From an optimization exercise on the open Yosys and OpenROAD flow, aimed at small area, a short achievable clock period and few clock cycles per item; shortcuts taken in it are not production practice.

==> run C: inputs <==
==> flow/design.v (excerpt) <==
module cnn_topCore (
    clk             ,
    reset_n         ,
    i_soft_reset    ,
    i_in_valid      ,
    i_in_kind       ,
    i_in_data       ,
    o_in_ready      ,
    o_ot_valid      ,
    o_ot_data       ,
    i_ot_ready
    );
make LEC_CHECK=0 CAP_MARGIN=20 CORE_MARGIN=2 CORE_UTILIZATION=40 SETUP_SLACK_MARGIN=5 SLEW_MARGIN=20 SYNTH_HIERARCHICAL=1 SYNTH_MINIMUM_KEEP_SIZE=0 finish   # period 10.0 ns
run.sh (not shown) runs the stock make flow with config.mk's settings and CLKGATE_MAP_FILE= SYNTH_SCRIPT=/design/flow/synth_recipe.tcl, a recipe that flattens the netlist after the stock synthesis.
==> inputs of run H, as changes to run C <==
--- a/flow/design.v
+++ b/flow/design.v
@@ -954,13 +954,11 @@
 always @(posedge clk) r3_0 <= {1'b0, pp_3_0_3_8, 1'b1, t549, t547, t545, t543, t541, t539, t537, t535, t534, pp_3_0_0_3, i_dig[41], pp_3_0_0_1, i_dig[38]};
 reg [15:0] r3_1;
 always @(posedge clk) r3_1 <= {1'b0, 1'b0, pp_3_0_3_7, pp_3_0_2_8, t548, t546, t544, t542, t540, t538, t536, pp_3_0_1_2, pp_3_0_1_1, pp_3_0_0_2, 1'b0, pp_3_0_0_0};
 reg [15:0] r3_2;
 always @(posedge clk) r3_2 <= {1'b0, 1'b0, 1'b0, pp_3_0_3_6, pp_3_0_3_5, t533, t532, t530, t528, t526, pp_3_0_2_1, pp_3_0_2_0, 1'b0, pp_3_0_1_0, 1'b0, 1'b0};
-reg hold, flip;    
-always @(posedge clk) begin hold <= ~i_act; flip <= i_act & ~i_clr; end
-wire [20:0] accin0 = ({21{hold}} & o_a0) | ({21{flip}} & o_a4);
+wire [20:0] accin0 = i_act ? (i_clr ? 21'd0 : o_a4) : o_a0;
 wire t550 = accin0[17] ^ r0_0[17];
 wire t551 = accin0[17] & r0_0[17];
 wire t552 = accin0[0] ^ r0_0[0];
 wire t553 = accin0[0] & r0_0[0];
 wire t554, t555;
@@ -1041,11 +1039,11 @@
 wire t629 = (accin0[19] & 1'b1) | (t589 & (accin0[19] ^ 1'b1));
 wire t630 = accin0[20] ^ 1'b1;
 wire t631 = accin0[20] & 1'b1;
 wire [20:0] sum0 = {t629, t627, t625, t623, t621, t619, t617, t615, t613, t611, t609, t607, t605, t603, t601, t599, t597, t595, t593, t591, t590} + {t630, t628, t626, t624, t622, t620, t618, t616, t614, t612, t610, t608, t606, t604, t602, t600, t598, t596, t594, t592, t552};
 always @(posedge clk) o_a0 <= sum0;
-wire [20:0] accin1 = ({21{hold}} & o_a1) | ({21{flip}} & o_a3);
+wire [20:0] accin1 = i_act ? (i_clr ? 21'd0 : o_a3) : o_a1;
 wire t632 = accin1[16] ^ r1_0[16];
 wire t633 = accin1[16] & r1_0[16];
 wire t634 = accin1[0] ^ r1_0[0];
 wire t635 = accin1[0] & r1_0[0];
 wire t636, t637;
@@ -1124,11 +1122,11 @@
 wire t709 = accin1[19] & 1'b1;
 wire t710 = accin1[20] ^ 1'b1;
 wire t711 = accin1[20] & 1'b1;
 wire [20:0] sum1 = {t709, t707, t705, t703, t701, t699, t697, t695, t693, t691, t689, t687, t685, t683, t681, t679, t677, t675, t673, t671, t670} + {t710, t708, t706, t704, t702, t700, t698, t696, t694, t692, t690, t688, t686, t684, t682, t680, t678, t676, t674, t672, t634};
 always @(posedge clk) o_a1 <= sum1;
-wire [20:0] accin2 = ({21{hold}} & o_a2) | ({21{flip}} & o_a2);
+wire [20:0] accin2 = i_act ? (i_clr ? 21'd0 : o_a2) : o_a2;
 wire t712 = accin2[16] ^ r2_0[16];
 wire t713 = accin2[16] & r2_0[16];
 wire t714 = accin2[0] ^ r2_0[0];
 wire t715 = accin2[0] & r2_0[0];
 wire t716, t717;
@@ -1207,11 +1205,11 @@
 wire t789 = accin2[19] & 1'b1;
 wire t790 = accin2[20] ^ 1'b1;
 wire t791 = accin2[20] & 1'b1;
 wire [20:0] sum2 = {t789, t787, t785, t783, t781, t779, t777, t775, t773, t771, t769, t767, t765, t763, t761, t759, t757, t755, t753, t751, t750} + {t790, t788, t786, t784, t782, t780, t778, t776, t774, t772, t770, t768, t766, t764, t762, t760, t758, t756, t754, t752, t714};
 always @(posedge clk) o_a2 <= sum2;
-wire [20:0] accin3 = ({21{hold}} & o_a3) | ({21{flip}} & o_a1);
+wire [20:0] accin3 = i_act ? (i_clr ? 21'd0 : o_a1) : o_a3;
 wire t792 = accin3[15] ^ r3_0[15];
 wire t793 = accin3[15] & r3_0[15];
 wire t794 = accin3[0] ^ r3_0[0];
 wire t795 = accin3[0] & r3_0[0];
 wire t796, t797;
@@ -1288,11 +1286,11 @@
 wire t867 = accin3[19] & 1'b1;
 wire t868 = accin3[20] ^ 1'b1;
 wire t869 = accin3[20] & 1'b1;
 wire [20:0] sum3 = {t867, t865, t863, t861, t859, t857, t855, t853, t851, t849, t847, t845, t843, t841, t839, t837, t835, t833, t831, t829, t828} + {t868, t866, t864, t862, t860, t858, t856, t854, t852, t850, t848, t846, t844, t842, t840, t838, t836, t834, t832, t830, t794};
 always @(posedge clk) o_a3 <= sum3;
-always @(posedge clk) o_a4 <= ({21{hold}} & o_a4) | ({21{flip}} & o_a0);
+always @(posedge clk) o_a4 <= i_act ? (i_clr ? 21'd0 : o_a0) : o_a4;
 endmodule
 module cnn_fa (input wire a, input wire b, input wire c, output wire s, output wire co);
 assign s = a ^ b ^ c;
 assign co = (a & b) | (c & (a ^ b));
 endmodule
@@ -1324,43 +1322,36 @@
 reg  [4:0] fcnt;             
 wire in_fire = i_in_valid & rdy & ~i_soft_reset;
 wire w_fire  = in_fire &  i_in_kind;
 wire f_fire  = in_fire & ~i_in_kind;
 wire [4:0] fcnt_next = f_fire ? ((fcnt == 5'd23) ? 5'd0 : fcnt + 5'd1) : fcnt;
-reg  [31:0] din;             
-reg         l_v;             
-reg  [4:0]  l_cnt;           
-always @(posedge clk) din <= i_in_data;
-wire [1:0] l_ich = l_cnt[4:3];
-wire [1:0] l_iy  = l_cnt[2:1];
-wire       l_h   = l_cnt[0];
-wire rotate = l_v & l_h & (l_iy != 2'd3);
 integer li, di;
 reg  [47:0] dig_d;
 reg  [7:0]  px;
 reg  [2:0]  tri3;
 always @(*) begin
     dig_d = 48'd0;
     for (li = 0; li < 4; li = li + 1) begin
-        px = l_h ? din[(3-li)*8 +: 8] : din[li*8 +: 8];
+        px = fcnt[0] ? i_in_data[(3-li)*8 +: 8] : i_in_data[li*8 +: 8];
         for (di = 0; di < 4; di = di + 1) begin
             tri3 = {px[2*di+1], px[2*di], (di == 0) ? 1'b0 : px[2*di-1]};
-            dig_d[(li*4+di)*3 + 0] = l_v & (tri3[1] ^ tri3[0]);
-            dig_d[(li*4+di)*3 + 1] = l_v & ((tri3 == 3'b100) | (tri3 == 3'b011));
-            dig_d[(li*4+di)*3 + 2] = l_v & tri3[2] & ~(tri3[1] & tri3[0]);
+            dig_d[(li*4+di)*3 + 0] = f_fire & (tri3[1] ^ tri3[0]);
+            dig_d[(li*4+di)*3 + 1] = f_fire & ((tri3 == 3'b100) | (tri3 == 3'b011));
+            dig_d[(li*4+di)*3 + 2] = f_fire & tri3[2] & ~(tri3[1] & tri3[0]);
         end
     end
 end
 reg  [47:0] dig;             
-reg         m_v;
-reg  [4:0]  m_cnt;
+reg         l_v;
+reg  [4:0]  l_cnt;
 always @(posedge clk) dig <= dig_d;
-wire [1:0] m_ich = m_cnt[4:3];
-wire [1:0] m_iy  = m_cnt[2:1];
-wire       m_h   = m_cnt[0];
-wire act0 = m_v & (m_iy != 2'd3);    
-wire act1 = m_v & (m_iy != 2'd0);    
+wire [1:0] l_ich = l_cnt[4:3];
+wire [1:0] l_iy  = l_cnt[2:1];
+wire       l_h   = l_cnt[0];
+wire act0 = l_v & (l_iy != 2'd3);    
+wire act1 = l_v & (l_iy != 2'd0);    
+wire rotate = l_v & l_h & (l_iy != 2'd3);
 reg [31:0] wr0 [0:8];
 reg [31:0] wr1 [0:8];
 reg [31:0] win;              
 reg        win_v;
 always @(posedge clk) win <= i_in_data;
@@ -1381,35 +1372,34 @@
     input        rev;
     begin
         wop = ({32{fwd}} & k) | ({32{rev}} & {k[7:0], k[15:8], k[23:16], k[31:24]});
     end
 endfunction
-wire en_f0 = l_v & (l_iy != 2'd3) & ~l_h;
-wire en_r0 = l_v & (l_iy != 2'd3) &  l_h;
-wire en_f1 = l_v & (l_iy != 2'd0) & ~l_h;
-wire en_r1 = l_v & (l_iy != 2'd0) &  l_h;
-reg [31:0] w00, w01, w10, w11;
+reg en_f0, en_r0, en_f1, en_r1;
+wire [1:0] a_iy = fcnt[2:1];
 always @(posedge clk) begin
-    w00 <= wop(wr0[0], en_f0, en_r0);
-    w01 <= wop(wr0[8], en_f1, en_r1);
-    w10 <= wop(wr1[0], en_f0, en_r0);
-    w11 <= wop(wr1[8], en_f1, en_r1);
+    en_f0 <= f_fire & (a_iy != 2'd3) & ~fcnt[0];
+    en_r0 <= f_fire & (a_iy != 2'd3) &  fcnt[0];
+    en_f1 <= f_fire & (a_iy != 2'd0) & ~fcnt[0];
+    en_r1 <= f_fire & (a_iy != 2'd0) &  fcnt[0];
 end
-wire clr0 = (m_ich == 2'd0) & (m_iy == 2'd0) & ~m_h;
-wire clr1 = (m_ich == 2'd0) & (m_iy == 2'd1) & ~m_h;
-reg last2;
+wire [31:0] w00 = wop(wr0[0], en_f0, en_r0);
+wire [31:0] w01 = wop(wr0[8], en_f1, en_r1);
+wire [31:0] w10 = wop(wr1[0], en_f0, en_r0);
+wire [31:0] w11 = wop(wr1[8], en_f1, en_r1);
+reg act2_0, act2_1, clr2_0, clr2_1, last2;
 wire [ACC-1:0] a00_0, a00_1, a00_2, a00_3, a00_4;
 wire [ACC-1:0] a01_0, a01_1, a01_2, a01_3, a01_4;
 wire [ACC-1:0] a10_0, a10_1, a10_2, a10_3, a10_4;
 wire [ACC-1:0] a11_0, a11_1, a11_2, a11_3, a11_4;
-cnn_kernel u00 (.clk(clk), .i_dig(dig), .i_w(w00), .i_act(act0), .i_clr(clr0),
+cnn_kernel u00 (.clk(clk), .i_dig(dig), .i_w(w00), .i_act(act2_0), .i_clr(clr2_0),
     .o_a0(a00_0), .o_a1(a00_1), .o_a2(a00_2), .o_a3(a00_3), .o_a4(a00_4));
-cnn_kernel u01 (.clk(clk), .i_dig(dig), .i_w(w01), .i_act(act1), .i_clr(clr1),
+cnn_kernel u01 (.clk(clk), .i_dig(dig), .i_w(w01), .i_act(act2_1), .i_clr(clr2_1),
     .o_a0(a01_0), .o_a1(a01_1), .o_a2(a01_2), .o_a3(a01_3), .o_a4(a01_4));
-cnn_kernel u10 (.clk(clk), .i_dig(dig), .i_w(w10), .i_act(act0), .i_clr(clr0),
+cnn_kernel u10 (.clk(clk), .i_dig(dig), .i_w(w10), .i_act(act2_0), .i_clr(clr2_0),
     .o_a0(a10_0), .o_a1(a10_1), .o_a2(a10_2), .o_a3(a10_3), .o_a4(a10_4));
-cnn_kernel u11 (.clk(clk), .i_dig(dig), .i_w(w11), .i_act(act1), .i_clr(clr1),
+cnn_kernel u11 (.clk(clk), .i_dig(dig), .i_w(w11), .i_act(act2_1), .i_clr(clr2_1),
     .o_a0(a11_0), .o_a1(a11_1), .o_a2(a11_2), .o_a3(a11_3), .o_a4(a11_4));
 reg [ACC-1:0] ring [0:19];
 reg [ACC-1:0] obuf;
 reg           ov;
 reg           pending;       
@@ -1431,26 +1421,28 @@
         ring[e] <= load ? res[e*ACC +: ACC] : ring[(e+1) % 20];
     if (or_take) obuf <= ring[0];
 end
 always @(posedge clk or negedge reset_n) begin
     if (!reset_n) begin
-        rdy <= 1'b0; fcnt <= 5'd0; l_v <= 1'b0; win_v <= 1'b0; l_cnt <= 5'd0; m_v <= 1'b0; m_cnt <= 5'd0;
-        last2 <= 1'b0;
+        rdy <= 1'b0; fcnt <= 5'd0; l_v <= 1'b0; win_v <= 1'b0; l_cnt <= 5'd0;
+        act2_0 <= 1'b0; act2_1 <= 1'b0; clr2_0 <= 1'b0; clr2_1 <= 1'b0; last2 <= 1'b0;
         pending <= 1'b0; kcnt <= 5'd20; pos <= 5'd0; ov <= 1'b0;
     end else if (i_soft_reset) begin
-        rdy <= 1'b0; fcnt <= 5'd0; l_v <= 1'b0; win_v <= 1'b0; l_cnt <= 5'd0; m_v <= 1'b0; m_cnt <= 5'd0;
-        last2 <= 1'b0;
+        rdy <= 1'b0; fcnt <= 5'd0; l_v <= 1'b0; win_v <= 1'b0; l_cnt <= 5'd0;
+        act2_0 <= 1'b0; act2_1 <= 1'b0; clr2_0 <= 1'b0; clr2_1 <= 1'b0; last2 <= 1'b0;
         pending <= 1'b0; kcnt <= 5'd20; pos <= 5'd0; ov <= 1'b0;
     end else begin
         fcnt   <= fcnt_next;
         rdy    <= (fcnt_next != 5'd0) | (kcnt_next == 5'd20);
         l_v    <= f_fire;
         win_v  <= w_fire;
         l_cnt  <= fcnt;
-        m_v    <= l_v;
-        m_cnt  <= l_cnt;
-        last2  <= m_v & (m_cnt == 5'd23);
+        act2_0 <= act0;
+        act2_1 <= act1;
+        clr2_0 <= l_v & (l_ich == 2'd0) & (l_iy == 2'd0) & ~l_h;
+        clr2_1 <= l_v & (l_ich == 2'd0) & (l_iy == 2'd1) & ~l_h;
+        last2  <= l_v & (l_cnt == 5'd23);
         pending <= last2 | (pending & ~load);
         kcnt   <= kcnt_next;
         pos    <= load ? 5'd0 : ((pos == 5'd19) ? 5'd0 : pos + 5'd1);
         ov     <= or_take | (ov & ~ot_fire);
     end
Settings changed: SETUP_SLACK_MARGIN 5 to unset.
==> flow_summary.yaml <==
run_status:
  outcome: "no timing/DRC/antenna violations"
min_path:
  worstHoldStart: "wr0[1][23]"
die:
  die_area_mm2: 0.350
final_layout:
  post-route-util_pct: 44.3
synth:
  synth_area_mm2: 0.138
[end of results for run H]
==> flow_summary.yaml <==
synth:
  synth_edf_count: 597
  synth_area_mm2: 0.140
critical_path:
  reg2reg_to: "u10.r0_1[8]"
  worst_path_max_delay_cell: "dfxtp_4"
routing:
  drc: 0
die:
  fp.dieH_um: 595
  die_area_mm2: 0.354
run_status:
  outcome: "no timing/DRC/antenna violations"
final_layout:
  post-route-util_pct: 44.3
[end of results for run C]
No functional check of the RTL was part of any run of this note.

what the ideal ports hide:
The results above use ideal ports. As a check the final layouts listed here were re-extracted and re-timed, cells and wires unchanged.
Step 1, drivers: a clkbuf_16 drives clk and a buf_2 each remaining input, both assumed.
Step 2 also shifts input and output timing later by t, the mid clock arrival at the registers, as if the neighbouring blocks saw the same clock.
a / b / c = ideal / step 1 / step 2; a / b = the first two.
run	t, ns	setup slack, ns	worst register clock-pin slew, ns	worst slew at a driven data input, ns
run C	0.954	5.204 / 5.204 / 5.204	0.07 / 0.07	0.04
run H	0.996	4.355 / 4.355 / 4.355	0.07 / 0.07	0.08
After both steps every run listed still meets setup and hold.
